This is an optimization exercise on Yosys and OpenROAD, whose aim is small area, a short achievable clock period and few clock cycles, not a production implementation. Only simulation tests tie the RTL to the original design; equivalence was not proved. Power and IR drop assume default switching activity.

**design/flow/run.sh**
```bash
#!/bin/bash
# synth_recipe.tcl (not shown) runs the flow's synth.tcl, then flattens the netlist and writes it again
# the make line also repeats each setting of config.mk as NAME=value (left out here)
make -C /OpenROAD-flow-scripts/flow DESIGN_CONFIG=/design/flow/config.mk WORK_HOME=/design/flow/orfs CLKGATE_MAP_FILE= SYNTH_SCRIPT=/design/flow/synth_recipe.tcl finish
```
**design/flow/design.v**
```verilog
module Top(
    Clk,
    Reset,
    Data_in,
    Wr_En,
    Outputs,
    Re
    );
    input wire Clk;
    input wire Reset;
    input wire Wr_En;
    input wire [3:0] Data_in;
    output wire Outputs;
    output wire Re;
    reg       wr_q;
    reg [3:0] din_q;
    always @(posedge Clk or negedge Reset)
        if (~Reset) wr_q <= 1'b0;
        else        wr_q <= Wr_En;
    always @(posedge Clk) din_q <= Data_in;
    reg [9:0] dsel;
    always @(posedge Clk) begin : dec
        integer k;
        for (k = 0; k < 10; k = k + 1) dsel[k] <= (Data_in == k);
    end
    localparam ST_WR = 2'd0, ST_HUF = 2'd1, ST_OUT = 2'd2;
    reg [1:0] st;
    reg [8:0] wc;         
    reg [1:0] ph;         
    reg       gdone;      
    reg [3:0] hs;         
    reg [3:0] hso;        
    wire wactive = wr_q | (wc[8] & ~gdone);
    wire ins     = wactive & ph[1];
    wire first   = wr_q & (wc == 9'd0);
    wire [2:0] hin = wr_q ? din_q[3:1] : 3'd0;
    wire       lin = din_q[0];
    reg  [6:0] acc;
    reg  [1:0] lsb;
    wire [6:0] acc5 = {acc[4:0], 2'b00} + acc + {4'd0, hin};
    wire [9:0] grp  = {lsb[0], lsb[1], lin, acc5};
    always @(posedge Clk) begin
        if (wactive) begin
            if (ph == 2'd0) begin acc <= {4'd0, hin}; lsb[0] <= lin; end
            else            begin acc <= acc5;        lsb[1] <= lin; end
        end
    end
    localparam NG = 86;
    reg  [NG*10-1:0] ring;
    wire [9:0] slot0 = ring[9:0];
    always @(posedge Clk)
        ring <= {(ins ? grp : slot0), ring[NG*10-1:10]};
    reg [7:0] cnt  [0:9];
    reg  [7:0] cur;
    always @* begin : rd
        integer k;
        cur = 8'd0;
        for (k = 0; k < 10; k = k + 1) cur = cur | (cnt[k] & {8{dsel[k]}});
    end
    wire [7:0] inc = cur + 8'd1;
    reg  [9:0] cand;
    reg  [9:0] C1, C2;    
    reg  [7:0] v1, v2;    
    reg  [5:0] vacc;
    reg        multi;     
    reg  [9:0] bh, bl;    
    integer i;
    always @* begin
        for (i = 0; i < 10; i = i + 1) begin
            bh[i] = |({cnt[i][1], cnt[i][3], cnt[i][5], cnt[i][7]} & hso);
            bl[i] = |({cnt[i][0], cnt[i][2], cnt[i][4], cnt[i][6]} & hso);
        end
    end
    function two;    
        input [9:0] x;
        integer k;
        reg seen;
        begin
            two = 1'b0; seen = 1'b0;
            for (k = 0; k < 10; k = k + 1) begin
                two = two | (x[k] & seen);
                seen = seen | x[k];
            end
        end
    endfunction
    wire [9:0] cand0 = hs[2] ? ~C1 : 10'h3ff;
    wire [9:0] cin   = hso[0] ? cand0 : cand;
    wire [9:0] zh    = cin & ~bh;
    wire [9:0] c1s   = (|zh) ? zh : cin;
    wire [9:0] zl    = c1s & ~bl;
    wire [9:0] ce    = (|zl) ? zl : c1s;
    wire [1:0] ve    = {~|zh, ~|zl};
    always @(posedge Clk) begin
        if (st == ST_HUF) begin
            cand <= ce;
            vacc <= {vacc[3:0], ve};
            if (hs == 4'd3) begin C1 <= ce; v1 <= {vacc, ve}; end
            if (hs == 4'd7) begin C2 <= ce; v2 <= {vacc, ve}; end
            if (hs == 4'd4) multi <= |c1rest;
        end
    end
    function [9:0] lowest;
        input [9:0] x;
        integer k;
        reg seen;
        begin
            seen = 1'b0;
            for (k = 0; k < 10; k = k + 1) begin
                lowest[k] = x[k] & ~seen;
                seen = seen | x[k];
            end
        end
    endfunction
    function [3:0] enc;
        input [9:0] oh;
        begin
            enc[0] = oh[1] | oh[3] | oh[5] | oh[7] | oh[9];
            enc[1] = oh[2] | oh[3] | oh[6] | oh[7];
            enc[2] = oh[4] | oh[5] | oh[6] | oh[7];
            enc[3] = oh[8] | oh[9];
        end
    endfunction
    wire [9:0] c1lo   = lowest(C1);
    wire [9:0] c1rest = C1 & ~c1lo;
    wire [9:0] m1  = c1lo;
    wire [9:0] m2  = lowest(multi ? c1rest : C2);
    wire       multi_n = |c1rest;
    wire [7:0] v2e = multi ? v1 : v2;
    wire [3:0] m2b = enc(m2);
    wire [7:0] s   = v1 + v2e;
    wire       hufu = (st == ST_HUF) && (hs == 4'd8);
    wire       upd  = hufu && (v2e != 8'hff);
    wire       cwr  = (st == ST_WR) && wr_q;
    wire [7:0] cbus = (upd ? s : inc) & {8{~first}};
    always @(posedge Clk) begin
        for (i = 0; i < 10; i = i + 1)
            if (first | (cwr & dsel[i]) | (upd & (m1[i] | m2[i])))
                cnt[i] <= cbus | {8{upd & m1[i]}};
    end
    reg  [99:0] ncr;
    reg  [3:0]  rot;
    reg         pa_v, pb_v;
    reg  [3:0]  pa_n, pb_n, pa_1, pa_2, pb_1, pb_2;
    wire [3:0]  m1b = enc(m1);
    function [9:0] apply;
        input [9:0] e;
        input [3:0] a1, a2;
        begin
            if (e[9:6] == a1)      apply = {a2, e[4:0], 1'b0};
            else if (e[9:6] == a2) apply = {e[9:6], e[4:0], 1'b1};
            else                   apply = e;
        end
    endfunction
    wire [9:0] ea = pa_v ? apply(ncr[9:0], pa_1, pa_2) : ncr[9:0];
    wire [9:0] eb = pb_v ? apply(ea, pb_1, pb_2) : ea;
    wire       ncinit = wr_q && (wc < 9'd10);
    always @(posedge Clk)
        ncr <= {(ncinit ? {rot, 6'd1} : eb), ncr[99:10]};
    wire pa_last = pa_v && (pa_n == 4'd1);
    wire pb_last = pb_v && (pb_n == 4'd1);
    always @(posedge Clk or negedge Reset) begin
        if (~Reset) begin
            rot <= 4'd0;
            pa_v <= 1'b0; pb_v <= 1'b0;
            pa_n <= 4'd0; pb_n <= 4'd0;
            pa_1 <= 4'd0; pa_2 <= 4'd0; pb_1 <= 4'd0; pb_2 <= 4'd0;
        end else begin
            rot <= (rot == 4'd9) ? 4'd0 : rot + 4'd1;
            if (!pa_v || pa_last) begin
                if (pb_v && !pb_last) begin
                    pa_v <= 1'b1; pa_n <= pb_n - 4'd1; pa_1 <= pb_1; pa_2 <= pb_2;
                    pb_v <= upd; pb_n <= 4'd10; pb_1 <= m1b; pb_2 <= m2b;
                end else begin
                    pa_v <= upd; pa_n <= 4'd10; pa_1 <= m1b; pa_2 <= m2b;
                    pb_v <= 1'b0;
                end
            end else begin
                pa_n <= pa_n - 4'd1;
                if (pb_v && !pb_last) pb_n <= pb_n - 4'd1;
                else begin
                    pb_v <= upd; pb_n <= 4'd10; pb_1 <= m1b; pb_2 <= m2b;
                end
            end
        end
    end
    reg [9:0] nonff;
    always @* for (i = 0; i < 10; i = i + 1) nonff[i] = ~&cnt[i];
    wire fewer2 = ~two(nonff);
    reg [6:0] P;         
    reg [6:0] ng;        
    reg [10:0] qx;       
    reg [11:0] qh;       
    reg       hv, xv, h85, x85;
    reg [1:0] hidx;
    wire       attap = (P[2:0] == 3'd0);
    reg  [9:0] tap;
    always @* begin
        case (P[6:3])
            4'd0: tap = ring[  0*10 +: 10];
            4'd1: tap = ring[  8*10 +: 10];
            4'd2: tap = ring[ 16*10 +: 10];
            4'd3: tap = ring[ 24*10 +: 10];
            4'd4: tap = ring[ 32*10 +: 10];
            4'd5: tap = ring[ 40*10 +: 10];
            4'd6: tap = ring[ 48*10 +: 10];
            4'd7: tap = ring[ 56*10 +: 10];
            4'd8: tap = ring[ 64*10 +: 10];
            4'd9: tap = ring[ 72*10 +: 10];
            default: tap = ring[ 80*10 +: 10];
        endcase
    end
    wire [6:0] tv  = tap[6:0];
    wire [2:0] th0 = (tv >= 7'd100) ? 3'd4 : (tv >= 7'd75) ? 3'd3 :
                     (tv >= 7'd50)  ? 3'd2 : (tv >= 7'd25) ? 3'd1 : 3'd0;
    wire [10:0] tapd = {tap[9:7], th0, tv[4:0]};
    reg  [4:0] k25;
    always @* begin
        case (qx[7:5])
            3'd1: k25 = 5'd25;
            3'd2: k25 = 5'd18;
            3'd3: k25 = 5'd11;
            3'd4: k25 = 5'd4;
            default: k25 = 5'd0;
        endcase
    end
    wire [4:0] qr = qx[4:0] - k25;
    reg  [5:0] r5d;
    always @* begin
        case (qr)
            5'd0: r5d = 6'b000000;
            5'd1: r5d = 6'b000001;
            5'd2: r5d = 6'b000010;
            5'd3: r5d = 6'b000011;
            5'd4: r5d = 6'b000100;
            5'd5: r5d = 6'b001000;
            5'd6: r5d = 6'b001001;
            5'd7: r5d = 6'b001010;
            5'd8: r5d = 6'b001011;
            5'd9: r5d = 6'b001100;
            5'd10: r5d = 6'b010000;
            5'd11: r5d = 6'b010001;
            5'd12: r5d = 6'b010010;
            5'd13: r5d = 6'b010011;
            5'd14: r5d = 6'b010100;
            5'd15: r5d = 6'b011000;
            5'd16: r5d = 6'b011001;
            5'd17: r5d = 6'b011010;
            5'd18: r5d = 6'b011011;
            5'd19: r5d = 6'b011100;
            5'd20: r5d = 6'b100000;
            5'd21: r5d = 6'b100001;
            5'd22: r5d = 6'b100010;
            5'd23: r5d = 6'b100011;
            5'd24: r5d = 6'b100100;
            default: r5d = 6'b000000;
        endcase
    end
    wire [11:0] qdec = {qx[7:5], qx[10], r5d[5:3], qx[9], r5d[2:0], qx[8]};
    reg [3:0] hdig;
    always @* begin
        case (hidx)
            2'd0: hdig = qh[11:8];
            2'd1: hdig = qh[7:4];
            default: hdig = qh[3:0];
        endcase
    end
    reg [3:0] nd;
    reg       ndv, nd8;
    reg [3:0] sc;        
    reg [5:0] S;
    reg       rep;
    reg       out_r, re_r;
    assign Outputs = out_r;
    assign Re      = re_r;
    wire       sempty = (S == 6'b100000);
    reg  [3:0] ndpos;
    reg        pvalid;
    wire       nready = !(pa_v && ndpos < pa_n) && !(pb_v && ndpos < pb_n);
    wire       take   = (st == ST_OUT) && nready && sempty && !rep && pvalid;
    wire       hpop   = hv && (!ndv || take) && (sc == 4'd9) && (hidx == 2'd2 || h85);
    wire       move   = xv && (hpop || !hv);
    wire       fetch  = gdone && attap && !xv;
    wire [4:0] pd = {1'b0, nd} + 5'd9 - {1'b0, rot};
    wire [3:0] pos = (pd >= 5'd10) ? pd - 5'd10 : pd[3:0];
    always @(posedge Clk) ndpos <= pos;
    reg  [5:0] c;
    always @* begin
        c = 6'd0;
        for (i = 0; i < 10; i = i + 1) if (ndpos == i) c = ncr[10*i +: 6];
    end
    reg  [5:0] tf;
    always @* begin
        if      (c[5]) tf = {c[4:0], 1'b1};
        else if (c[4]) tf = {c[3:0], 2'b10};
        else if (c[3]) tf = {c[2:0], 3'b100};
        else if (c[2]) tf = {c[1:0], 4'b1000};
        else if (c[1]) tf = {c[0],   5'b10000};
        else           tf = 6'b100000;
    end
    always @(posedge Clk or negedge Reset) begin
        if (~Reset) begin
            st <= ST_WR; wc <= 9'd0; ph <= 2'd0; gdone <= 1'b0; hs <= 4'd0; hso <= 4'b0001;
            P <= 7'd0; ng <= 7'd0; hv <= 1'b0; xv <= 1'b0; h85 <= 1'b0; x85 <= 1'b0;
            hidx <= 2'd0; ndv <= 1'b0; nd8 <= 1'b0; sc <= 4'd0; pvalid <= 1'b0;
            S <= 6'b100000; rep <= 1'b0; out_r <= 1'b0; re_r <= 1'b0;
        end else begin
            if (wr_q) wc <= wc + 9'd1;
            if (wactive) ph <= ph[1] ? 2'd0 : ph + 2'd1;
            if (ins && !wr_q) begin
                gdone <= 1'b1;
                P  <= 7'd11;
                ng <= 7'd3;
            end
            if (wr_q && wc == 9'd255) st <= ST_HUF;
            if (st == ST_HUF) begin
                if (hs == 4'd0 && fewer2) begin
                    st <= ST_OUT;
                end else if (hs == 4'd8) begin
                    hs <= 4'd0;
                    if (v2e == 8'hff) st <= ST_OUT;
                end else if (hs == 4'd4 && multi_n) begin
                    hs  <= 4'd8;
                    hso <= 4'b0001;
                end else begin
                    hs  <= hs + 4'd1;
                    hso <= {hso[2:0], hso[3]};
                end
            end
            if (gdone) begin
                if (fetch) begin
                    P  <= (P >= 7'd84) ? P - 7'd84 : P + 7'd2;
                    ng <= (ng == 7'd85) ? 7'd0 : ng + 7'd1;
                end else
                    P  <= (P == 7'd0) ? 7'd85 : P - 7'd1;
            end
            if (hpop || !hv) begin
                hv <= xv; h85 <= x85; hidx <= 2'd0;
            end
            if (fetch) begin
                xv <= 1'b1; x85 <= (ng == 7'd85);
            end else if (move)
                xv <= 1'b0;
            pvalid <= ndv && !take;
            if (!ndv || take) begin
                if (sc != 4'd9) begin
                    ndv <= 1'b1; nd8 <= (sc == 4'd8); sc <= sc + 4'd1;
                end else if (hv) begin
                    ndv <= 1'b1; nd8 <= 1'b0;
                    if (!hpop) hidx <= hidx + 2'd1;
                end else
                    ndv <= 1'b0;
            end
            if (!sempty) begin
                out_r <= S[5]; re_r <= 1'b1; S <= {S[4:0], 1'b0};
            end else if (rep) begin
                re_r <= 1'b1; rep <= 1'b0;
            end else begin
                re_r <= 1'b0;
                if (take) begin
                    S   <= tf;
                    rep <= nd8 && (tf != 6'b100000);
                end
            end
        end
    end
    always @(posedge Clk) begin
        if (move)  qh <= qdec;
        if (fetch) qx <= tapd;
        if (!ndv || take) begin
            if (sc != 4'd9) nd <= sc;
            else            nd <= hdig;
        end
    end
endmodule
```
**design/flow/constraint.sdc**
```tcl
create_clock -name core_clock -period 7.0 [get_ports {Clk}]
set_input_delay 1.4000 -clock core_clock [delete_from_list [all_inputs] [get_ports {Clk}]]
set_output_delay 1.4000 -clock core_clock [all_outputs]
set_load 0.01 [all_outputs]
```
**design/flow/config.mk**
```make
export PLATFORM = sky130hd
export DESIGN_NAME = Top
export DESIGN_NICKNAME = Top
export VERILOG_FILES = /design/flow/design.v
export SDC_FILE = /design/flow/constraint.sdc
export NUM_CORES = 4
export LEC_CHECK = 0
export ABC_CLOCK_PERIOD_IN_PS = 3000
export CAP_MARGIN = 20
export CORE_MARGIN = 2
export CORE_UTILIZATION = 65
export CTS_BUF_LIST = sky130_fd_sc_hd__clkbuf_8
export CTS_CLUSTER_DIAMETER = 40
export CTS_CLUSTER_SIZE = 16
export PLACE_DENSITY = 0.75
export SETUP_SLACK_MARGIN = 4.0
export SLEW_MARGIN = 20
```
==> flow_summary_export.csv, run 1 <==
group,metric,value,unit
synth,syn_nets,2761,
worst_setup_path,critPathCaptureType,"register",
timing,grt_setup_unrepaired,"true",
clock_tree,clk-insertion-delay-late,770,ps
synth,yosys_most_used_dff,"sky130_fd_sc_hd__dfxtp_1",
cells_and_area,areaGrowthSynthToFinish,11.8,%
synth,synth_area,36100,µm²
clock_tree,cts.reportedPaths.clkPinSlew,120,ps
worst_setup_path,path_cells,"a22o_1 -> a221oi_2 -> and3_1 -> inv_1 -> ha_1 -> inv_1 -> a41o_1 -> nor4_2 -> xnor2_1 -> nand2_1 -> o211ai_1 -> buf_4 -> buf_12 -> nand2_2",
global_routing,grt_start_max_net_pins,86,
timing,maxClockFrequency,340,MHz
cells_and_area,fin_cells,3611,
global_routing,grt_pass1_vias,20800,
die,die_width,240,µm
cells_and_area,final_util,73.4,%
timing,slew_violations,0,
global_routing,grt_overflow,0,
global_routing,grt_antenna_before_repair,1,
worst_setup_path,cp_common_cell,"sky130_fd_sc_hd__inv_1",
worst_setup_path,timing.critical_path.fanout_max,5,
outcome,result_of_the_run,"timing/DRC/antenna clean",
die,top_level_ports,9,
drt,antenna_violating_nets_post_route,0,
worst_setup_path,critical_path_buf_inv_count,4,
synth,synthesis.instances,2682,
drt,post-route-drc-count,0,
timing,fin_hold_viols,0,
synth,ys_ff_latch,1236,
worst_setup_path,crit_path_top_delay_cell,"sky130_fd_sc_hd__edfxtp_1",
clock_tree,cts_max_level,3,
die,die_area,57400,µm²
drt,mean_routed_wirelength_per_cell,21.2,µm
power_and_ir_drop,static-leakage-power,16.3,nW
power_and_ir_drop,pwr_density_cell,359,nW/µm²
die,initial_core_util,65.6,%
synth,ys_warn_count,2,
worst_setup_path,crit_arrival,3410,ps
cells_and_area,layout.cells.most_common,"sky130_fd_sc_hd__dfxtp_1",
cells_and_area,most_used_cells_in_the_layout_excluding_fill_and_tap_cells,"sky130_fd_sc_hd__dfxtp_1, sky130_fd_sc_hd__nand2_1, sky130_fd_sc_hd__edfxtp_1",
timing,setup_viol,0,
clock_tree,numCtsBuffers,110,
worst_setup_path,critPathLaunchType,"register",
hold_path,hp-class,"register to register",
synth,synth-async-reset-ratio,7.20,%
synth,post_synth.cell_area_avg,13.5,µm²
placed_design,buffer_ports.inserted,8,
clock_tree,cts_tree,"built",
timing,timing.final.crit_period,2940,ps
worst_setup_path,cpLargestDelayFamily,"compound AO/OA/AOI/OAI gates",
clock_tree,clkSinkCount,1236,
worst_setup_path,critical-path-max-stage-delay,430,ps
timing,worst-slew-pin-transition,1040,ps
timing,fin_crit_sh,42.0,%
placed_design,place.detailed.hpwl,49200,µm
drt,post_drt_via_cell_ratio,5.73,
die,std_cell_rows,86,
drt,number_of_detailed_routing_iterations_run_before_antenna_repair,5,
timing,setup_tns,0,ps
worst_setup_path,cp.required,7470,ps
drt,num_vias,20700,
placed_design,place.gp.congestion,1.00,
timing,max_slew_margin,30.1,%
worst_setup_path,critical_path_class,"register to register",
synth,edff_count_synth,169,
placed_design,placedCellCount,3367,
die,fp.dieH,240,µm
clock_tree,cts_max_path_buffers,3,
power_and_ir_drop,power.total,0.0145,W
power_and_ir_drop,worst_voltage_drop_across_the_vdd_grid,0.287,mV
run,drv_cap,0,
timing,fin_skew,51.5,ps
cells_and_area,n_fill_cell,3489,
synth,ys_types,86,
drt,detail_route.iter0.violations,1850,
cells_and_area,nNetsFinal,2871,
global_routing,grt_usage,26.9,%
clock_tree,clk_root_buffer_cell,"sky130_fd_sc_hd__clkbuf_8",
cells_and_area,post_route_cells_drive_above_1_share,14.3,%
synth,seq_area_frac_synth,74.5,%
die,placeable_core_region,55000,µm²
global_routing,first_pass_grt_wire_length,118000,µm
drt,wl,76500,µm
clock_tree,holdBufCountCts,0,
## layout make-up
type,count,area (µm²),area share (%)
Antenna cell,1,2.50,0.00620
Tap cell,748,936,2.32
Clock buffer,119,1640,4.06
Inverter,80,310,0.769
Multi-Input combinational cell,1278,9040,22.4
Sequential cell,1236,26900,66.8
Clock inverter,63,739,1.83
Timing Repair Buffer,86,746,1.85
## metal layers
layer	vias to the layer above	part of all wire, %	global-route usage (%)
li1	9684	-	-
met1	10100	43	35.8
met2	696	47	43.9
met3	211	6.1	4.69
met4	0	4.1	11.4
met5	-	0	0
## kinds of logic after synthesis
group                    synth area share (%)
buffers and inverters                    1.87
AO/OA/AOI/OAI                            9.27
multiplexers                             1.84
AND/OR/NAND/NOR                          8.30
XOR/XNOR                                 1.50
flip-flops                               74.5
adder cells (fa/ha/maj)                  2.74
## power by group
group	internal, W	switching (W)
clock network	0.00199	0.00243
registers	0.00827	0.000453
logic	0.000539	0.000820
## sequential cells by signal, indices dropped and copies added, names as in the netlist, 6 cells and up
signal  cells
ring      860
v1          8
acc         7
C1         10
C2         10
vacc        6
dsel       10
S           6
ng          7
wc          9
P           7
qh         12
v2          8
cand       10
cnt        80
ncr       100
qx         11
## what timing repair did
item                       4_1_cts  5_1_grt
setup buffers                   18       39
resized for setup               63       75
setup endpoints to repair      228      211
pin swaps                       14       15
cloned                           3        1
## stage by stage
| stage | hold slack [ps] | setup slack (ps) | cell area, µm² |
|---|---|---|---|
| CTS | 316 | 3980 | 39700 |
| finish | 317 | 4060 | 40300 |
| global route | 320 | 3940 | 40300 |
| floorplan | 310 | 4090 | 36100 |
| global placement | 310 | 3130 | 36900 |
| detailed placement | 312 | 3180 | 36900 |
## synth_stat cells (all sizes together) (6+ instances only)
cell type,number,share of area (%)
nand2,221,2.3
nand2b,21,0.36
and2,10,0.17
a211oi,9,0.19
a22o,34,0.83
nor2b,14,0.24
nor4,14,0.35
mux2,32,1.0
xnor2,37,0.90
or2,7,0.12
a221oi,33,0.80
a31oi,16,0.28
nand3,64,0.89
nand4,41,0.71
nor2,117,1.2
clkbuf,69,0.72
inv,78,0.81
a21oi,76,1.1
o21bai,8,0.17
o22ai,16,0.28
ha,67,2.3
nor3,32,0.47
edfxtp,169,14
dfrtp,87,6.0
o21a,6,0.12
a22oi,78,1.6
a21o,21,0.44
buf,21,0.32
o21ai,83,1.2
and3,22,0.38
nand3b,9,0.19
a41oi,8,0.25
o211ai,15,0.31
a222oi,7,0.19
dfxtp,978,54
xor2,24,0.60
mux2i,28,0.78
## worst paths after layout
path | from | to | slack [ps] | cells after the start
max reg2reg | cnt[0][0]$_DFFE_PP_ | cnt[9][6]$_DFFE_PP_ | 4060 | 14
min in group asynchronous | Reset | hso[1]$_DFFE_PN0P_ | 450 | 1
min reg2reg | ring[521]$_DFF_P_ | ring[511]$_DFF_P_ | 320 | 0
max in group asynchronous | Reset | P[3]$_DFFE_PN0P_ | 5550 | 2
max | cnt[0][0]$_DFFE_PP_ | cnt[9][6]$_DFFE_PP_ | 4060 | 14
min | ring[521]$_DFF_P_ | ring[511]$_DFF_P_ | 320 | 0
Testbench counts, summed over its fixed seeds: cycles 11,432.
==> run 2, diff against run 1 <==
--- a/design/flow/design.v
+++ b/design/flow/design.v
@@ -139,8 +139,9 @@
     end
     reg  [99:0] ncr;
     reg  [3:0]  rot;
-    reg         pa_v, pb_v;
-    reg  [3:0]  pa_n, pb_n, pa_1, pa_2, pb_1, pb_2;
+    reg         p_v;
+    reg  [2:0]  p_n;
+    reg  [3:0]  p_1, p_2;
     wire [3:0]  m1b = enc(m1);
     function [9:0] apply;
         input [9:0] e;
@@ -151,36 +152,26 @@
             else                   apply = e;
         end
     endfunction
-    wire [9:0] ea = pa_v ? apply(ncr[9:0], pa_1, pa_2) : ncr[9:0];
-    wire [9:0] eb = pb_v ? apply(ea, pb_1, pb_2) : ea;
+    wire [3:0] rot5   = (rot >= 4'd5) ? rot - 4'd5 : rot + 4'd5;
     wire       ncinit = wr_q && (wc < 9'd10);
+    wire [9:0] e0 = ncinit ? {rot,  6'd1} : p_v ? apply(ncr[9:0],   p_1, p_2) : ncr[9:0];
+    wire [9:0] e5 = ncinit ? {rot5, 6'd1} : p_v ? apply(ncr[59:50], p_1, p_2) : ncr[59:50];
     always @(posedge Clk)
-        ncr <= {(ncinit ? {rot, 6'd1} : eb), ncr[99:10]};
-    wire pa_last = pa_v && (pa_n == 4'd1);
-    wire pb_last = pb_v && (pb_n == 4'd1);
+        ncr <= {e0, ncr[99:60], e5, ncr[49:10]};
+    always @(posedge Clk) begin
+        if (upd) begin p_1 <= m1b; p_2 <= m2b; end
+    end
     always @(posedge Clk or negedge Reset) begin
         if (~Reset) begin
-            rot <= 4'd0;
-            pa_v <= 1'b0; pb_v <= 1'b0;
-            pa_n <= 4'd0; pb_n <= 4'd0;
-            pa_1 <= 4'd0; pa_2 <= 4'd0; pb_1 <= 4'd0; pb_2 <= 4'd0;
+            p_v <= 1'b0; p_n <= 3'd0; rot <= 4'd0;
         end else begin
-            rot <= (rot == 4'd9) ? 4'd0 : rot + 4'd1;
-            if (!pa_v || pa_last) begin
-                if (pb_v && !pb_last) begin
-                    pa_v <= 1'b1; pa_n <= pb_n - 4'd1; pa_1 <= pb_1; pa_2 <= pb_2;
-                    pb_v <= upd; pb_n <= 4'd10; pb_1 <= m1b; pb_2 <= m2b;
-                end else begin
-                    pa_v <= upd; pa_n <= 4'd10; pa_1 <= m1b; pa_2 <= m2b;
-                    pb_v <= 1'b0;
-                end
-            end else begin
-                pa_n <= pa_n - 4'd1;
-                if (pb_v && !pb_last) pb_n <= pb_n - 4'd1;
-                else begin
-                    pb_v <= upd; pb_n <= 4'd10; pb_1 <= m1b; pb_2 <= m2b;
-                end
-            end
+          rot <= (rot == 4'd9) ? 4'd0 : rot + 4'd1;
+          if (upd) begin
+            p_v <= 1'b1; p_n <= 3'd5;
+        end else if (p_v) begin
+            p_n <= p_n - 3'd1;
+            if (p_n == 3'd1) p_v <= 1'b0;
+          end
         end
     end
     reg [9:0] nonff;
@@ -275,7 +266,8 @@
     wire       sempty = (S == 6'b100000);
     reg  [3:0] ndpos;
     reg        pvalid;
-    wire       nready = !(pa_v && ndpos < pa_n) && !(pb_v && ndpos < pb_n);
+    wire [3:0] ndp5   = (ndpos >= 4'd5) ? ndpos - 4'd5 : ndpos;
+    wire       nready = !(p_v && ndp5 < {1'b0, p_n});
     wire       take   = (st == ST_OUT) && nready && sempty && !rep && pvalid;
     wire       hpop   = hv && (!ndv || take) && (sc == 4'd9) && (hidx == 2'd2 || h85);
     wire       move   = xv && (hpop || !hv);
--- a/design/flow/config.mk
+++ b/design/flow/config.mk
@@ -13,5 +13,5 @@
 export CTS_CLUSTER_DIAMETER = 40
 export CTS_CLUSTER_SIZE = 16
 export PLACE_DENSITY = 0.75
-export SETUP_SLACK_MARGIN = 4.0
+export SETUP_SLACK_MARGIN = 4.15
 export SLEW_MARGIN = 20
==> run 2 against run 1 <==
Still clean. Global-route usage shrank 0.67 points. Non-clock buffer count shrank 5. Utilization shrank 0.50 points. Critical path depth shrank 2. Combinational power grew 13%. Setup slack gained 73 ps. Largest cell class unchanged.
==> flow_summary_export.csv, run 2 <==
group,metric,value,unit
outcome,result_of_the_run,"timing/DRC/antenna clean",
drt,wl,74500,µm
drt,mean_routed_wirelength_per_cell,21.0,µm
synth,ys_top_cells_by_count,"sky130_fd_sc_hd__dfxtp_1, sky130_fd_sc_hd__nand2_1, sky130_fd_sc_hd__edfxtp_1, sky130_fd_sc_hd__nor2_1, sky130_fd_sc_hd__a21oi_1",
power_and_ir_drop,netSwitchingPower,0.00377,W
cells_and_area,nNetsFinal,2854,
synth,syn_nets,2750,
cells_and_area,number_of_flip_flops_under_the_largest_register_name,860,
cells_and_area,layout_top_registers,"ring: 860 flops, ncr: 100 flops, cnt: 80 flops",
power_and_ir_drop,comb_power_share,10.7,%
global_routing,grt_usage,26.3,%
clock_tree,clk_root_buffer_cell,"sky130_fd_sc_hd__clkbuf_8",
power_and_ir_drop,power.share.clock,30.4,%
cells_and_area,insertedDiodeCount,0,
clock_tree,clk-insertion-delay-late,730,ps
drt,post_drt_via_cell_ratio,5.77,
timing,max_slew_margin,32.6,%
power_and_ir_drop,seqPwrFrac,58.8,%
clock_tree,cts_tree,"built",
drt,post-route-drc-count,0,
synth,ys_ff_latch,1222,
power_and_ir_drop,static-leakage-power,16.0,nW
power_and_ir_drop,pwr_density_cell,359,nW/µm²
global_routing,grt_pass1_vias,20500,
synth,yosys.area.top_type_share,54.6,%
timing,setup_viol,0,
timing,maxClockFrequency,349,MHz
worst_setup_path,crit_arrival,3320,ps
timing,grt_setup_unrepaired,"true",
die,top_level_ports,9,
clock_tree,cts_max_level,3,
run,drv_cap,0,
worst_setup_path,critPathCaptureType,"register",
global_routing,gr-usage-met1,35.2,%
timing,fin_crit_sh,41.0,%
worst_setup_path,critical_path_class,"register to register",
synth,synth_area,35800,µm²
clock_tree,cts.reportedPaths.clkPinSlew,80,ps
power_and_ir_drop,power_switching_share,26.3,%
drt,detail_route.iter0.violations,1815,
synth,yosys_most_used_dff,"sky130_fd_sc_hd__dfxtp_1",
cells_and_area,top_register,"ring",
synth,most_frequent_cell_after_synthesis,"sky130_fd_sc_hd__dfxtp_1",
global_routing,global_routing_met3_resource_utilization,4.31,%
cells_and_area,most_used_cells_in_the_layout_excluding_fill_and_tap_cells,"sky130_fd_sc_hd__dfxtp_1, sky130_fd_sc_hd__nand2_1, sky130_fd_sc_hd__edfxtp_1",
cells_and_area,areaGrowthSynthToFinish,11.4,%
synth,cell_type_with_the_largest_total_area_after_synthesis,"sky130_fd_sc_hd__dfxtp_1",
synth,synth-async-reset-ratio,5.48,%
cells_and_area,layout.cells.most_common,"sky130_fd_sc_hd__dfxtp_1",
synth,ys_warn_count,2,
die,std_cell_rows,86,
synth,synthTopCellsByArea,"sky130_fd_sc_hd__dfxtp_1, sky130_fd_sc_hd__edfxtp_1, sky130_fd_sc_hd__dfrtp_1, sky130_fd_sc_hd__ha_1, sky130_fd_sc_hd__nand2_1",
clock_tree,clkSinkCount,1222,
placed_design,place.gp.congestion,0.941,
drt,number_of_detailed_routing_iterations_run_before_antenna_repair,6,
timing,timing.final.crit_period,2870,ps
global_routing,grt_antenna_before_repair,1,
global_routing,grt_overflow,0,
cells_and_area,n_fill_cell,3481,
worst_setup_path,cp.required,7450,ps
synth,ys_types,102,
power_and_ir_drop,power.total,0.0143,W
global_routing,top_usage_layer,"met2",
cells_and_area,sequential_cell_area,26600,µm²
synth,post_synth.cell_area_avg,13.4,µm²
timing,fin_hold_viols,0,
placed_design,buffer_ports.inserted,8,
synth,edff_count_synth,177,
synth,synthesis.instances,2669,
global_routing,grt_start_max_net_pins,68,
timing,fin_skew,36.4,ps
timing,setup_tns,0,ps
synth,seq_area_frac_synth,74.2,%
die,fp.dieH,239,µm
worst_setup_path,timing.critical_path.fanout_max,6,
global_routing,first_pass_grt_wire_length,115000,µm
cells_and_area,area_of_the_multi_input_gates,9030,µm²
power_and_ir_drop,worst_voltage_drop_across_the_vdd_grid,0.272,mV
clock_tree,cts_max_path_buffers,3,
timing,worst-slew-pin-transition,1010,ps
power_and_ir_drop,p_int,0.0106,W
die,die_area,57000,µm²
hold_path,hp-class,"register to register",
drt,num_vias,20500,
drt,antenna_violating_nets_post_route,0,
clock_tree,numCtsBuffers,112,
die,placeable_core_region,54800,µm²
worst_setup_path,critPathLaunchType,"register",
placed_design,place.detailed.hpwl,48000,µm
cells_and_area,post_route_cells_drive_above_1_share,14.5,%
die,die_width,239,µm
global_routing,met2_usage,42.5,%
clock_tree,holdBufCountCts,0,
die,initial_core_util,65.4,%
timing,slew_violations,0,
==> run 2: per-layer routing <==
metal	wire (µm)	up-vias	part of all wire, %
li1	-	9598	-
met2	35100	789	47
met1	31700	9870	42
met4	2880	2	3.9
met5	13	-	0.017
met3	4860	197	6.5
==> run 2: worst paths after layout <==
check / startpoint / end / slack [ps] / depth (start not counted)
min reg2reg: ncr[37]$_DFF_P_ / ncr[27]$_DFF_P_ / 310 / 0
max: qx[7]$_SDFFCE_PP1P_ / qh[1]$_DFFE_PP_ / 4130 / 12
max reg2reg: qx[7]$_SDFFCE_PP1P_ / qh[1]$_DFFE_PP_ / 4130 / 12
min: ncr[37]$_DFF_P_ / ncr[27]$_DFF_P_ / 310 / 0
min in group asynchronous: Reset / rot[1]$_DFF_PN0_ / 790 / 1
max in group asynchronous: Reset / wr_q$_DFF_PN0_ / 5480 / 1
==> run 2: final cells by class <==
class,count,area share (%)
multi-input combinational,1274,22.6
timing repair buffer,81,1.76
clock inverter,64,1.84
timing repair inverter,1,0.0125
inverter,81,0.818
tap,704,2.21
clock buffer,118,4.07
sequential,1222,66.7
==> run 2: power groups by stage <==
stage,Sequential (W),Combinational [W],Clock (W)
floorplan,0.00838,0.000986,0
global placement,0.00857,0.00131,0
detailed placement,0.00860,0.00136,0
CTS,0.00845,0.00144,0.00444
global route,0.00852,0.00167,0.00473
finish,0.00843,0.00154,0.00436
==> run 2: kinds of logic after synthesis <==
family | count (synthesis) | share of synthesized area (%)
compound gates | 478 | 9.25
simple gates | 597 | 8.35
flops | 1222 | 74.2
xor+xnor | 55 | 1.39
mux | 65 | 2.11
fa+ha+maj | 77 | 2.77
buf+inv | 175 | 1.97
==> run 2: critical path, cell delays in order (launching register included) <==
cell and delay (ps):
sky130_fd_sc_hd__edfxtp_1 420, sky130_fd_sc_hd__nand2b_4 180, sky130_fd_sc_hd__inv_4 60, sky130_fd_sc_hd__ha_4 120, sky130_fd_sc_hd__inv_2 40, sky130_fd_sc_hd__fa_2 350, sky130_fd_sc_hd__a21o_1 200, sky130_fd_sc_hd__a21oi_2 140
sky130_fd_sc_hd__xor3_2 530, sky130_fd_sc_hd__and2_4 210, sky130_fd_sc_hd__o2bb2ai_4 120, sky130_fd_sc_hd__a21oi_2 130, sky130_fd_sc_hd__o22ai_2 110
==> run 2: per-stage QoR <==
step / area (µm²) / util, % / hold slack, ps / instances / setup slack, ps
floorplan: 35900 / - / 310 / 2669 / 4150
global placement: 36500 / 66.6 / 310 / 3297 / 2960
detailed placement: 36500 / 66.6 / 312 / 3297 / 2850
CTS: 39400 / 72.0 / 308 / 3519 / 4100
global route: 39900 / 72.9 / 311 / 3545 / 4070
finish: 39900 / 72.9 / 315 / 3545 / 4130
==> run 2: timing repair <==
action	CTS	global route
cloned	3	0
gates resized for setup	60	74
buffers inserted	37	26
endpoints found under the setup margin	263	195
pin swaps	13	21
Testbench counts of run 2, summed over its fixed seeds: cycles 11,427.
==> run 3, diff against run 2 <==
--- a/design/flow/config.mk
+++ b/design/flow/config.mk
@@ -13,5 +13,5 @@
 export CTS_CLUSTER_DIAMETER = 40
 export CTS_CLUSTER_SIZE = 16
 export PLACE_DENSITY = 0.75
-export SETUP_SLACK_MARGIN = 4.15
+export SETUP_SLACK_MARGIN = 4.0
 export SLEW_MARGIN = 20
==> run 3 against run 2 <==
First-iteration DRC count up 18%. Clock power down 3%. Sequential power about the same. Non-clock buffer count down 16. Still clean. Combinational power down 5%. Power down 1.3%. Clock skew up 4.0 ps. Synthesized cell count unchanged. Largest cell class unchanged. Global-route usage down 0.26 points. Highest routed layer is now met4. Wire length down 0.14%. Die area unchanged.
==> flow_summary_export.csv, run 3 <==
group,metric,value,unit
global_routing,grt_start_max_net_pins,68,
clock_tree,holdBufCountCts,0,
clock_tree,clk-insertion-delay-late,760,ps
hold_path,hp-class,"register to register",
placed_design,place.detailed.hpwl,48200,µm
clock_tree,cts_max_path_buffers,3,
outcome,result_of_the_run,"timing/DRC/antenna clean",
clock_tree,cts.reportedPaths.clkPinSlew,90,ps
die,die_area,57000,µm²
synth,most_frequent_cell_after_synthesis,"sky130_fd_sc_hd__dfxtp_1",
placed_design,buffer_ports.inserted,8,
power_and_ir_drop,pwr_density_cell,356,nW/µm²
cells_and_area,nNetsFinal,2842,
synth,post_synth.cell_area_avg,13.4,µm²
clock_tree,clkSinkCount,1222,
power_and_ir_drop,static-leakage-power,15.9,nW
drt,num_vias,20500,
timing,setup_slack,3940,ps
synth,ys_warn_count,2,
cells_and_area,areaGrowthSynthToFinish,11.0,%
cells_and_area,layout.cells.most_common,"sky130_fd_sc_hd__dfxtp_1",
die,std_cell_rows,86,
synth,seq_area_frac_synth,74.2,%
synth,ys_top_cells_by_count,"sky130_fd_sc_hd__dfxtp_1, sky130_fd_sc_hd__nand2_1, sky130_fd_sc_hd__edfxtp_1, sky130_fd_sc_hd__nor2_1, sky130_fd_sc_hd__a21oi_1",
timing,worst-slew-pin-transition,1040,ps
drt,antenna_violating_nets_post_route,0,
timing,maxClockFrequency,327,MHz
cells_and_area,most_used_cells_in_the_layout_excluding_fill_and_tap_cells,"sky130_fd_sc_hd__dfxtp_1, sky130_fd_sc_hd__edfxtp_1, sky130_fd_sc_hd__nand2_1",
clock_tree,cts_max_level,3,
timing,slew_violations,0,
placed_design,place.gp.congestion,0.948,
timing,max_slew_margin,30.1,%
timing,fin_skew,40.4,ps
synth,syn_nets,2750,
global_routing,grt_antenna_before_repair,1,
die,placeable_core_region,54800,µm²
synth,ys_types,102,
clock_tree,clk_root_buffer_cell,"sky130_fd_sc_hd__clkbuf_8",
timing,fin_hold_viols,0,
die,initial_core_util,65.4,%
drt,mean_routed_wirelength_per_cell,21.1,µm
drt,number_of_detailed_routing_iterations_run_before_antenna_repair,6,
worst_setup_path,critPathLaunchType,"register",
cells_and_area,post_route_cells_drive_above_1_share,13.7,%
synth,yosys.area.top_type_share,54.6,%
drt,detail_route.iter0.violations,2136,
timing,grt_setup_unrepaired,"true",
global_routing,grt_usage,26.0,%
worst_setup_path,critPathCaptureType,"register",
synth,synthTopCellsByArea,"sky130_fd_sc_hd__dfxtp_1, sky130_fd_sc_hd__edfxtp_1, sky130_fd_sc_hd__dfrtp_1, sky130_fd_sc_hd__ha_1, sky130_fd_sc_hd__nand2_1",
timing,setup_tns,0,ps
synth,synth-async-reset-ratio,5.48,%
synth,synthesis.instances,2669,
power_and_ir_drop,worst_voltage_drop_across_the_vdd_grid,0.363,mV
synth,yosys_most_used_dff,"sky130_fd_sc_hd__dfxtp_1",
timing,timing.final.crit_period,3060,ps
synth,edff_count_synth,177,
drt,wl,74400,µm
placed_design,detailedPlace.worstSlack,2840,ps
cells_and_area,top_register,"ring",
synth,synth_area,35800,µm²
synth,cell_type_with_the_largest_total_area_after_synthesis,"sky130_fd_sc_hd__dfxtp_1",
clock_tree,cts_tree,"built",
global_routing,grt_overflow,0,
global_routing,grt_pass1_vias,20100,
worst_setup_path,crit_arrival,3500,ps
timing,setup_viol,0,
die,die_width,239,µm
worst_setup_path,timing.critical_path.fanout_max,12,
global_routing,first_pass_grt_wire_length,114000,µm
die,fp.dieH,239,µm
die,top_level_ports,9,
timing,fin_crit_sh,43.7,%
worst_setup_path,critical_path_class,"register to register",
run,drv_cap,0,
drt,post_drt_via_cell_ratio,5.80,
clock_tree,numCtsBuffers,114,
drt,post-route-drc-count,0,
worst_setup_path,cp.required,7440,ps
cells_and_area,number_of_flip_flops_under_the_largest_register_name,860,
cells_and_area,layout_top_registers,"ring: 860 flops, ncr: 100 flops, cnt: 80 flops",
synth,ys_ff_latch,1222,
run 3: cell counts after synthesis:
No cell type changed its count.
run 3: critical path, cell delays in order (launching register included):
cell and delay, ps:
sky130_fd_sc_hd__dfstp_4 670, sky130_fd_sc_hd__buf_12 150, sky130_fd_sc_hd__nand3_1 120, sky130_fd_sc_hd__o21ai_0 220, sky130_fd_sc_hd__o2111ai_1 180, sky130_fd_sc_hd__or3_4 520, sky130_fd_sc_hd__a21o_1 300, sky130_fd_sc_hd__o21bai_4 360
sky130_fd_sc_hd__inv_1 220
run 3: cell families (layout without fill, tap and decap cells):
family / after synthesis / after routing / share of synthesized area (%)
multiplexers: 65 / 65 / 2.11
adder cells (fa/ha/maj): 77 / 77 / 2.77
AO/OA/AOI/OAI: 478 / 479 / 9.25
XOR/XNOR: 55 / 56 / 1.39
flip-flops: 1222 / 1222 / 74.2
buffers and inverters: 175 / 332 / 1.97
AND/OR/NAND/NOR: 597 / 599 / 8.35
other: 0 / 1 / 0
run 3: through the flow:
| step | util (%) | power, W | cells | cell area, µm² | hold WS [ps] |
|---|---|---|---|---|---|
| global placement | 66.6 | 0.00985 | 3296 | 36500 | 310 |
| global route | 72.6 | 0.0147 | 3535 | 39800 | 316 |
| CTS | 71.4 | 0.0142 | 3505 | 39100 | 299 |
| floorplan | - | 0.00937 | 2669 | 35800 | 310 |
| detailed placement | 66.6 | 0.00994 | 3296 | 36500 | 312 |
| finish | 72.6 | 0.0142 | 3535 | 39800 | 302 |
run 3: per-layer routing:
| layer | routed length, µm | global-route usage, % | vias up |
|---|---|---|---|
| met5 | 0 | 0 | - |
| met4 | 2690 | 10.8 | 0 |
| met3 | 4860 | 4.28 | 198 |
| met2 | 35100 | 41.6 | 799 |
| met1 | 31800 | 35.6 | 9926 |
| li1 | - | - | 9583 |
run 3: area by class of cell:
cell class / instances / area (µm²)
Sequential cell: 1222 / 26600
Fill cell: 3439 / 15000
Multi-Input combinational cell: 1276 / 9060
Clock buffer: 126 / 1730
Tap cell: 704 / 881
Timing Repair Buffer: 65 / 596
Clock inverter: 59 / 578
Inverter: 81 / 324
Timing Repair inverter: 1 / 5.00
Antenna cell: 1 / 2.50
run 3: timing repair:
| action | in CTS | in global routing |
|---|---|---|
| buffers inserted | 22 | 25 |
| cloned | 2 | 4 |
| endpoints found under the setup margin | 253 | 190 |
| gates resized for setup | 42 | 83 |
| pin swaps | 9 | 23 |
run 3: path summary, 6_finish.rpt:
kind / start / end / slack (ps) / depth (start not counted)
hold reg to reg: ring[824]$_DFF_P_ / ring[814]$_DFF_P_ / 300 / 0
setup / recovery: hso[0]$_DFFE_PN1P_ / v1[0]$_DFFE_PP_ / 3940 / 8
max in group asynchronous: Reset / P[3]$_DFFE_PN0P_ / 5450 / 1
min in group asynchronous: Reset / hs[2]$_DFFE_PN0P_ / 750 / 1
setup reg to reg: hso[0]$_DFFE_PN1P_ / v1[0]$_DFFE_PP_ / 3940 / 8
hold / removal: ring[824]$_DFF_P_ / ring[814]$_DFF_P_ / 300 / 0
run 3: where the power goes:
group          total [W]  leakage [nW]  internal (W)  switching [W]
logic            0.00147          4.39      0.000546       0.000928
clock network    0.00424          1.21       0.00180        0.00244
registers        0.00843          10.3       0.00803       0.000398
==> run 4, diff against run 3 <==
--- a/design/flow/design.v
+++ b/design/flow/design.v
@@ -91,9 +91,9 @@
     wire [9:0] ce    = (|zl) ? zl : c1s;
     wire [1:0] ve    = {~|zh, ~|zl};
     always @(posedge Clk) begin
+        cand <= ce;
+        vacc <= {vacc[3:0], ve};
         if (st == ST_HUF) begin
-            cand <= ce;
-            vacc <= {vacc[3:0], ve};
             if (hs == 4'd3) begin C1 <= ce; v1 <= {vacc, ve}; end
             if (hs == 4'd7) begin C2 <= ce; v2 <= {vacc, ve}; end
             if (hs == 4'd4) multi <= |c1rest;
@@ -292,7 +292,7 @@
     always @(posedge Clk or negedge Reset) begin
         if (~Reset) begin
             st <= ST_WR; wc <= 9'd0; ph <= 2'd0; gdone <= 1'b0; hs <= 4'd0; hso <= 4'b0001;
-            P <= 7'd0; ng <= 7'd0; hv <= 1'b0; xv <= 1'b0; h85 <= 1'b0; x85 <= 1'b0;
+            hv <= 1'b0; xv <= 1'b0; h85 <= 1'b0; x85 <= 1'b0;
             hidx <= 2'd0; ndv <= 1'b0; nd8 <= 1'b0; sc <= 4'd0; pvalid <= 1'b0;
             S <= 6'b100000; rep <= 1'b0; out_r <= 1'b0; re_r <= 1'b0;
         end else begin
@@ -300,8 +300,6 @@
             if (wactive) ph <= ph[1] ? 2'd0 : ph + 2'd1;
             if (ins && !wr_q) begin
                 gdone <= 1'b1;
-                P  <= 7'd11;
-                ng <= 7'd3;
             end
             if (wr_q && wc == 9'd255) st <= ST_HUF;
             if (st == ST_HUF) begin
@@ -318,13 +316,6 @@
                     hso <= {hso[2:0], hso[3]};
                 end
             end
-            if (gdone) begin
-                if (fetch) begin
-                    P  <= (P >= 7'd84) ? P - 7'd84 : P + 7'd2;
-                    ng <= (ng == 7'd85) ? 7'd0 : ng + 7'd1;
-                end else
-                    P  <= (P == 7'd0) ? 7'd85 : P - 7'd1;
-            end
             if (hpop || !hv) begin
                 hv <= xv; h85 <= x85; hidx <= 2'd0;
             end
@@ -356,6 +347,16 @@
         end
     end
     always @(posedge Clk) begin
+        if (ins && !wr_q) begin
+            P  <= 7'd11;
+            ng <= 7'd3;
+        end else if (gdone) begin
+            if (fetch) begin
+                P  <= (P >= 7'd84) ? P - 7'd84 : P + 7'd2;
+                ng <= (ng == 7'd85) ? 7'd0 : ng + 7'd1;
+            end else
+                P  <= (P == 7'd0) ? 7'd85 : P - 7'd1;
+        end
         if (move)  qh <= qdec;
         if (fetch) qx <= tapd;
         if (!ndv || take) begin
--- a/design/flow/config.mk
+++ b/design/flow/config.mk
@@ -13,5 +13,5 @@
 export CTS_CLUSTER_DIAMETER = 40
 export CTS_CLUSTER_SIZE = 16
 export PLACE_DENSITY = 0.75
-export SETUP_SLACK_MARGIN = 4.0
+export SETUP_SLACK_MARGIN = 4.3
 export SLEW_MARGIN = 20
==> run 4 against run 3 <==
Final cell count grew 2.2%. Non-clock buffer count grew 81. Setup slack gained 200 ps. Die area shrank 0.49%. Critical endpoint is now cnt[7][6]$_DFFE_PP_. Still clean on timing, DRC and antenna. Wire length grew 10%. Global-route usage grew 2.2 points.
==> flow_summary_export.csv, run 4 <==
group,metric,value,unit
cells_and_area,layout_top_registers,"ring: 860 flops, ncr: 100 flops, cnt: 80 flops",
synth,cell_type_with_the_largest_total_area_after_synthesis,"sky130_fd_sc_hd__dfxtp_1",
cells_and_area,area_of_the_multi_input_gates,9440,µm²
drt,post-route-drc-count,0,
worst_setup_path,cp.required,7470,ps
timing,timing.final.crit_period,2870,ps
placed_design,placedCellCount,3300,
timing,fin_hold_viols,0,
global_routing,first_pass_grt_wire_length,122000,µm
global_routing,grt_antenna_before_repair,4,
synth,syn_nets,2763,
worst_setup_path,r2r-start,"multi$_DFFE_PP_",
synth,post_synth.cell_area_avg,13.3,µm²
clock_tree,clk-insertion-delay-late,750,ps
synth,synth-async-reset-ratio,4.34,%
worst_setup_path,critical_path_buf_inv_count,2,
timing,setup_tns,0,ps
die,std_cell_rows,85,
cells_and_area,areaGrowthSynthToFinish,14.2,%
global_routing,grt_usage,28.2,%
die,die_width,238,µm
global_routing,grt_pass1_vias,21000,
cells_and_area,top_register,"ring",
worst_setup_path,crit_path_top_delay_cell,"sky130_fd_sc_hd__edfxtp_1",
clock_tree,cts_max_path_buffers,3,
cells_and_area,sequential_cell_area,26400,µm²
outcome,result_of_the_run,"timing/DRC/antenna clean",
worst_setup_path,timing.critical_path.fanout_max,5,
drt,detail_route.iter0.violations,1823,
cells_and_area,final_util,75.4,%
synth,synthTopCellsByArea,"sky130_fd_sc_hd__dfxtp_1, sky130_fd_sc_hd__edfxtp_1, sky130_fd_sc_hd__dfrtp_1, sky130_fd_sc_hd__ha_1, sky130_fd_sc_hd__nand2_1",
synth,yosys_most_used_dff,"sky130_fd_sc_hd__dfxtp_1",
clock_tree,clkSinkCount,1222,
synth,edff_count_synth,161,
cells_and_area,most_used_cells_in_the_layout_excluding_fill_and_tap_cells,"sky130_fd_sc_hd__dfxtp_1, sky130_fd_sc_hd__nand2_1, sky130_fd_sc_hd__edfxtp_1",
power_and_ir_drop,static-leakage-power,16.3,nW
drt,number_of_detailed_routing_iterations_run_before_antenna_repair,6,
cells_and_area,number_of_flip_flops_under_the_largest_register_name,860,
timing,slew_violations,0,
timing,worst-slew-pin-transition,1010,ps
synth,ys_types,97,
drt,routed-wl-met2,38900,µm
timing,fin_skew,33.1,ps
drt,top_signal_layer_used,"met4",
drt,wl,81900,µm
timing,max_slew_margin,32.7,%
die,die_area,56700,µm²
cells_and_area,layout.cells.most_common,"sky130_fd_sc_hd__dfxtp_1",
synth,seq_area_frac_synth,73.9,%
cells_and_area,post_route_cells_drive_above_1_share,18.0,%
timing,setup_viol,0,
hold_path,hold-path-cell-count,0,
drt,num_vias,21200,
placed_design,place.gp.congestion,0.994,
cells_and_area,nNetsFinal,2928,
clock_tree,clk_root_buffer_cell,"sky130_fd_sc_hd__clkbuf_8",
drt,mean_routed_wirelength_per_cell,22.7,µm
hold_path,hp-class,"register to register",
drt,route.layer.met1.wl,34200,µm
worst_setup_path,critical_path_class,"register to register",
worst_setup_path,worst-path-stages,12,
worst_setup_path,crit_arrival,3340,ps
global_routing,grt_overflow,0,
worst_setup_path,path_cells,"buf_6 -> mux2_4 -> ha_4 -> fa_2 -> a21o_1 -> a21oi_2 -> o21bai_1 -> a21oi_2 -> xnor2_2 -> a22oi_2 -> buf_6 -> nand2_1",
drt,post_drt_via_cell_ratio,5.88,
synth,synthesis.instances,2682,
die,top_level_ports,9,
synth,synth_area,35700,µm²
power_and_ir_drop,pwr_density_cell,360,nW/µm²
cells_and_area,fin_cells,3613,
synth,ys_top_cells_by_count,"sky130_fd_sc_hd__dfxtp_1, sky130_fd_sc_hd__nand2_1, sky130_fd_sc_hd__edfxtp_1, sky130_fd_sc_hd__nor2_1, sky130_fd_sc_hd__a21oi_1",
synth,most_frequent_cell_after_synthesis,"sky130_fd_sc_hd__dfxtp_1",
worst_setup_path,critical-path-max-stage-delay,400,ps
drt,route.met3.wl,4940,µm
hold_path,hold_path_startpoint,"ring[24]$_DFF_P_",
clock_tree,cts_tree,"built",
worst_setup_path,cpLargestDelayFamily,"compound AO/OA/AOI/OAI gates",
die,placeable_core_region,54000,µm²
synth,yosys.area.top_type_share,56.6,%
worst_setup_path,critPathCaptureType,"register",
cells_and_area,n_fill_cell,3254,
timing,final.hold.worst_slack,321,ps
worst_setup_path,worst_r2r_path_depth,12,
die,initial_core_util,66.0,%
drt,antenna_violating_nets_post_route,0,
timing,grt_setup_unrepaired,"true",
global_routing,grt_start_max_net_pins,54,
clock_tree,cts.reportedPaths.clkPinSlew,80,ps
synth,ys_ff_latch,1222,
clock_tree,numCtsBuffers,109,
placed_design,buffer_ports.inserted,8,
placed_design,place.detailed.hpwl,51200,µm
clock_tree,holdBufCountCts,0,
power_and_ir_drop,worst_voltage_drop_across_the_vdd_grid,0.286,mV
run,drv_cap,0,
timing,maxClockFrequency,349,MHz
synth,ys_warn_count,2,
clock_tree,cts_max_level,3,
timing,fin_crit_sh,40.9,%
die,fp.dieH,238,µm
worst_setup_path,worst_setup_path_startpoint,"multi$_DFFE_PP_",
worst_setup_path,critPathLaunchType,"register",
## run 4: cell count changes in the layout (fill, tap and decap cells not counted), sizes merged, moves of 13 or more
cell,before,now
buf,57,137
edfxtp,177,161
dfxtp,978,1008
dfrtp,65,51
o21ai,89,76
nor2,130,117
## run 4: through the flow
step	area [µm²]	power [W]	setup slack, ps
floorplan	35700	0.00956	4160
detailed placement	36300	0.0102	3290
global route	40700	0.0152	4040
finish	40700	0.0147	4130
CTS	39600	0.0146	4190
global placement	36300	0.0101	3300
## run 4: metal layers
layer,vias up,GRT usage [%]
met5,-,0
met4,0,12.3
met3,242,5.59
met2,817,46.2
met1,10400,36.7
li1,9754,-
## run 4: kinds of logic after synthesis
| logic type | count (synthesis) | share of synthesized area [%] |
|---|---|---|
| xor gates and xnor gates | 62 | 1.57 |
| adders and majority gates | 76 | 2.76 |
| buffers and inverters | 177 | 2.14 |
| DFF | 1222 | 73.9 |
| muxes | 65 | 1.90 |
| and+or+nand+nor | 606 | 8.39 |
| AOI/OAI and AO/OA | 474 | 9.35 |
## run 4: worst register-to-register path, cell delays in order (launching register included)
cell and delay [ps]:
sky130_fd_sc_hd__edfxtp_1 400, sky130_fd_sc_hd__buf_6 150, sky130_fd_sc_hd__mux2_4 310, sky130_fd_sc_hd__ha_4 170
sky130_fd_sc_hd__fa_2 350, sky130_fd_sc_hd__a21o_1 180, sky130_fd_sc_hd__a21oi_2 170, sky130_fd_sc_hd__o21bai_1 110
sky130_fd_sc_hd__a21oi_2 200, sky130_fd_sc_hd__xnor2_2 130, sky130_fd_sc_hd__a22oi_2 200, sky130_fd_sc_hd__buf_6 180
sky130_fd_sc_hd__nand2_1 70
## run 4: layout make-up
cell class	count	share of cell area, %
antenna	1	0.00615
clock buffer	121	4.09
clock inverter	59	1.72
inverter	80	0.774
multi-input combinational	1287	23.2
sequential	1222	64.8
tap	696	2.14
timing repair buffer	146	3.27
timing repair inverter	1	0.0123
## run 4: worst paths after layout
path	slack, ps	to
worst max-delay path	4130	cnt[7][6]$_DFFE_PP_
worst min-delay path	320	ring[14]$_DFF_P_
worst max register to register	4130	cnt[7][6]$_DFFE_PP_
worst min register to register	320	ring[14]$_DFF_P_
max in group asynchronous	5600	rot[1]$_DFF_PN0_
min in group asynchronous	820	hso[3]$_DFFE_PN0P_
## run 4: what timing repair did
| item | 4_1_cts | 5_1_grt |
|---|---|---|
| setup buffers | 70 | 51 |
| cloned | 2 | 9 |
| endpoints found under the setup margin | 255 | 187 |
| pin swaps | 37 | 52 |
| gates resized for setup | 131 | 125 |
## run 4: report_power, final
part           switching, W  total (W)  internal [W]
clock network       0.00239    0.00436       0.00197
logic               0.00104    0.00170      0.000660
registers          0.000458    0.00862       0.00816
Testbench counts of run 4, summed over its fixed seeds: cycles 11,427.
==> run 5, diff against run 4 <==
--- a/design/flow/config.mk
+++ b/design/flow/config.mk
@@ -5,7 +5,7 @@
 export SDC_FILE = /design/flow/constraint.sdc
 export NUM_CORES = 4
 export LEC_CHECK = 0
-export ABC_CLOCK_PERIOD_IN_PS = 3000
+export ABC_AREA = 1
 export CAP_MARGIN = 20
 export CORE_MARGIN = 2
 export CORE_UTILIZATION = 65
==> run 5 against run 4 <==
Clock-buffer cell count decreased by 5. Synthesized cell count increased by 14%. Die area decreased by 0.18%.
==> flow_summary_export.csv, run 5 <==
group,metric,value,unit
worst_setup_path,critical-path-max-stage-delay,410,ps
worst_setup_path,cp.required,7490,ps
timing,worst-slew-pin-transition,1010,ps
die,die_width,238,µm
global_routing,grt_start_max_net_pins,54,
worst_setup_path,critical_path_buf_inv_count,5,
cells_and_area,area_of_the_multi_input_gates,8540,µm²
cells_and_area,n_fill_cell,3549,
global_routing,grt_antenna_before_repair,1,
synth,edff_count_synth,161,
worst_setup_path,path_cells,"buf_12 -> clkinvlp_4 -> buf_6 -> nand2_4 -> nand2_4 -> ha_4 -> nand3_2 -> nand2_2 -> a21oi_2 -> o21ai_2 -> and2_4 -> nor2_2 -> nor2_1 -> nor2_1 -> xor2_1 -> o211ai_4 -> buf_6 -> buf_16 -> nand2_1",
drt,num_vias,21400,
hold_path,hold-path-cell-count,0,
placed_design,buffer_ports.inserted,8,
die,top_level_ports,9,
worst_setup_path,cpLargestDelayFamily,"buffers and inverters",
drt,detail_route.iter0.violations,1717,
worst_setup_path,worst_r2r_path_depth,19,
power_and_ir_drop,power_switching_share,26.5,%
global_routing,grt_usage,26.3,%
synth,synth-async-reset-ratio,4.34,%
cells_and_area,areaGrowthSynthToFinish,12.8,%
synth,post_synth.cell_area_avg,11.7,µm²
clock_tree,cts_max_path_buffers,3,
worst_setup_path,setup.reg_to_reg.worst_slack,4070,ps
hold_path,hold_path_startpoint,"ring[216]$_DFF_P_",
cells_and_area,nNetsFinal,3290,
timing,fin_skew,37.0,ps
timing,final.hold.worst_slack,311,ps
global_routing,grt_pass1_vias,20800,
drt,post-route-drc-count,0,
drt,mean_routed_wirelength_per_cell,18.9,µm
clock_tree,numCtsBuffers,107,
cells_and_area,sequential_cell_area,26400,µm²
timing,grt_setup_unrepaired,"true",
timing,slew_violations,0,
worst_setup_path,timing.critical_path.fanout_max,5,
worst_setup_path,worst_setup_path_startpoint,"multi$_DFFE_PP_",
run,drv_cap,0,
worst_setup_path,critPathLaunchType,"register",
worst_setup_path,terminus_of_the_critical_flop_to_flop_path,"cnt[1][7]$_DFFE_PP_",
worst_setup_path,critical_path_class,"register to register",
timing,setup_viol,0,
drt,post_drt_via_cell_ratio,5.38,
synth,ys_ff_latch,1222,
worst_setup_path,critPathCaptureType,"register",
clock_tree,cts_max_level,3,
clock_tree,cts_tree,"built",
synth,synthesis.instances,3053,
outcome,result_of_the_run,"timing/DRC/antenna clean",
global_routing,first_pass_grt_wire_length,115000,µm
power_and_ir_drop,power.share.clock,30.1,%
hold_path,hp-class,"register to register",
timing,setup_tns,0,ps
placed_design,place.gp.congestion,0.975,
timing,fin_crit_sh,41.9,%
synth,syn_nets,3134,
worst_setup_path,crit_arrival,3420,ps
clock_tree,clk_root_buffer_cell,"sky130_fd_sc_hd__clkbuf_8",
timing,fin_hold_viols,0,
cells_and_area,insertedDiodeCount,0,
synth,ys_warn_count,2,
synth,synth_area,35600,µm²
clock_tree,clkSinkCount,1222,
power_and_ir_drop,seqPwrFrac,59.1,%
drt,wl,75200,µm
global_routing,grt_overflow,0,
synth,ys_top_cells_by_count,"sky130_fd_sc_hd__dfxtp_1, sky130_fd_sc_hd__nand2_1, sky130_fd_sc_hd__inv_1, sky130_fd_sc_hd__nand3_1, sky130_fd_sc_hd__nor2_1",
timing,timing.final.crit_period,2930,ps
cells_and_area,top_register,"ring",
power_and_ir_drop,pwr_density_cell,353,nW/µm²
hold_path,hold_path_end,"ring[206]$_DFF_P_",
timing,maxClockFrequency,341,MHz
synth,yosys_most_used_dff,"sky130_fd_sc_hd__dfxtp_1",
clock_tree,holdBufCountCts,0,
die,initial_core_util,65.9,%
synth,seq_area_frac_synth,74.0,%
power_and_ir_drop,static-leakage-power,17.0,nW
cells_and_area,most_used_cells_in_the_layout_excluding_fill_and_tap_cells,"sky130_fd_sc_hd__dfxtp_1, sky130_fd_sc_hd__nand2_1, sky130_fd_sc_hd__inv_1",
clock_tree,cts.reportedPaths.clkPinSlew,100,ps
synth,ys_types,72,
worst_setup_path,r2r-start,"multi$_DFFE_PP_",
power_and_ir_drop,worst_voltage_drop_across_the_vdd_grid,0.300,mV
synth,synthTopCellsByArea,"sky130_fd_sc_hd__dfxtp_1, sky130_fd_sc_hd__edfxtp_1, sky130_fd_sc_hd__nand2_1, sky130_fd_sc_hd__dfrtp_1, sky130_fd_sc_hd__inv_1",
cells_and_area,number_of_flip_flops_under_the_largest_register_name,860,
die,std_cell_rows,85,
power_and_ir_drop,p_int,0.0104,W
synth,most_frequent_cell_after_synthesis,"sky130_fd_sc_hd__dfxtp_1",
clock_tree,clk-insertion-delay-late,740,ps
timing,max_slew_margin,32.3,%
die,fp.dieH,238,µm
placed_design,detailedPlace.worstSlack,3430,ps
synth,cell_type_with_the_largest_total_area_after_synthesis,"sky130_fd_sc_hd__dfxtp_1",
power_and_ir_drop,netSwitchingPower,0.00376,W
placed_design,place.detailed.hpwl,47700,µm
die,placeable_core_region,54000,µm²
timing,setup_slack,4070,ps
cells_and_area,layout.cells.most_common,"sky130_fd_sc_hd__dfxtp_1",
cells_and_area,post_route_cells_drive_above_1_share,13.8,%
die,die_area,56600,µm²
synth,yosys.area.top_type_share,56.7,%
drt,antenna_violating_nets_post_route,0,
worst_setup_path,crit_path_top_delay_cell,"sky130_fd_sc_hd__edfxtp_1",
power_and_ir_drop,comb_power_share,10.8,%
cells_and_area,layout_top_registers,"ring: 860 flops, ncr: 100 flops, cnt: 80 flops",
drt,number_of_detailed_routing_iterations_run_before_antenna_repair,6,
run 5: cell types whose count changed in the layout (fill, tap and decap cells not counted), sizes merged, moves of 19 or more:
| cell | previous run | this run |
|---|---|---|
| nand2 | 200 | 577 |
| nor2b | 20 | 0 |
| a22oi | 69 | 1 |
| o21ai | 76 | 128 |
| buf | 137 | 99 |
| mux2 | 22 | 0 |
| nor2 | 117 | 182 |
| nand3 | 73 | 179 |
| a221oi | 31 | 8 |
| mux2i | 43 | 1 |
| xnor2 | 32 | 9 |
| nand2b | 28 | 0 |
| nand4 | 32 | 51 |
| inv | 104 | 293 |
run 5: final cells by class:
type | instances | area share (%)
Tap cell | 696 | 2.17
Clock buffer | 116 | 3.98
Timing Repair inverter | 1 | 0.0125
Clock inverter | 65 | 1.75
Multi-Input combinational cell | 1503 | 21.3
Inverter | 266 | 2.57
Sequential cell | 1222 | 65.7
Timing Repair Buffer | 108 | 2.59
run 5: stage by stage:
step           utilization, %  instance area [µm²]  total power (W)  std cells
3_3_place_gp             67.4                36400          0.00979       3712
6_report                 74.3                40100           0.0142       3977
4_1_cts                  72.9                39400           0.0142       3926
5_1_grt                  74.3                40100           0.0147       3977
2_1_floorplan               -                35600          0.00925       3053
3_5_place_dp             67.4                36400          0.00986       3712
run 5: kinds of logic (layout without fill, tap and decap cells):
kind of cell	after synthesis	count (layout)	synth area share (%)
AND/OR/NAND/NOR	1047	1049	12.7
flip-flops	1222	1222	74.0
buffers and inverters	330	556	3.70
XOR/XNOR	37	37	0.911
AO/OA/AOI/OAI	342	342	5.93
adder cells (fa/ha/maj)	74	74	2.71
multiplexers	1	1	0.0281
run 5: per-layer routing:
layer	GRT usage [%]	routed length, µm
met3	4.52	4200
met4	11.3	3200
met2	43.3	35500
met5	0	0
met1	34.7	32300
run 5: worst max path at each step:
stage	endpoint	slack, ps	depth (start not counted)
2_1_floorplan	cnt[5][0]$_DFFE_PP_	4300	9
3_3_place_gp	cnt[8][2]$_DFFE_PP_	3570	10
3_5_place_dp	cnt[8][0]$_DFFE_PP_	3430	10
4_1_cts	cnt[0][6]$_DFFE_PP_	4150	18
5_1_grt	cnt[8][6]$_DFFE_PP_	3930	18
6_report	cnt[1][7]$_DFFE_PP_	4070	19
run 5: power groups by stage:
stage	clock network, W	registers [W]	logic (W)
4_1_cts	0.00435	0.00838	0.00142
5_1_grt	0.00460	0.00847	0.00168
3_3_place_gp	0	0.00850	0.00129
2_1_floorplan	0	0.00836	0.000893
6_report	0.00427	0.00838	0.00154
3_5_place_dp	0	0.00852	0.00134
run 5: repair_timing:
item / CTS / global route
gates resized for setup: 89 / 111
pin swaps: 15 / 35
endpoints found under the setup margin: 239 / 231
cloned: 2 / 6
buffers inserted: 31 / 45

what the ideal ports hide:
No port has a modelled driver above. Below, the same layouts with a new extraction and two added sets of constraints. Step 1, drivers: a clkbuf_16 drives Clk and a buf_2 each remaining input, both assumed. Step 2 adds t to the input delays and takes it off the output delays; t is the mean of the earliest and latest rising clock arrival at the registers after step 1. Input paths then give back, and output paths get back, about the clock's delay inside the block. Slacks: ideal / step 1 / step 2; pairs: ideal / step 1.
run	t, ns	slack for setup (ns)	worst register clock-pin slew, ns	pins driven straight from the clock port
run 1	0.805	4.058 / 4.058 / 4.058	0.12 / 0.12	1
run 2	0.766	4.131 / 4.131 / 4.131	0.10 / 0.10	1
run 3	0.786	3.938 / 3.938 / 3.938	0.10 / 0.10	1
run 4	0.800	4.134 / 4.134 / 3.867	0.10 / 0.10	1
run 5	0.786	4.068 / 4.068 / 4.068	0.10 / 0.10	1
After both steps every run listed still meets setup and hold. The setup slack of run 4, which loses most, moves by 0.000 ns with the drivers and by -0.267 ns with both steps.
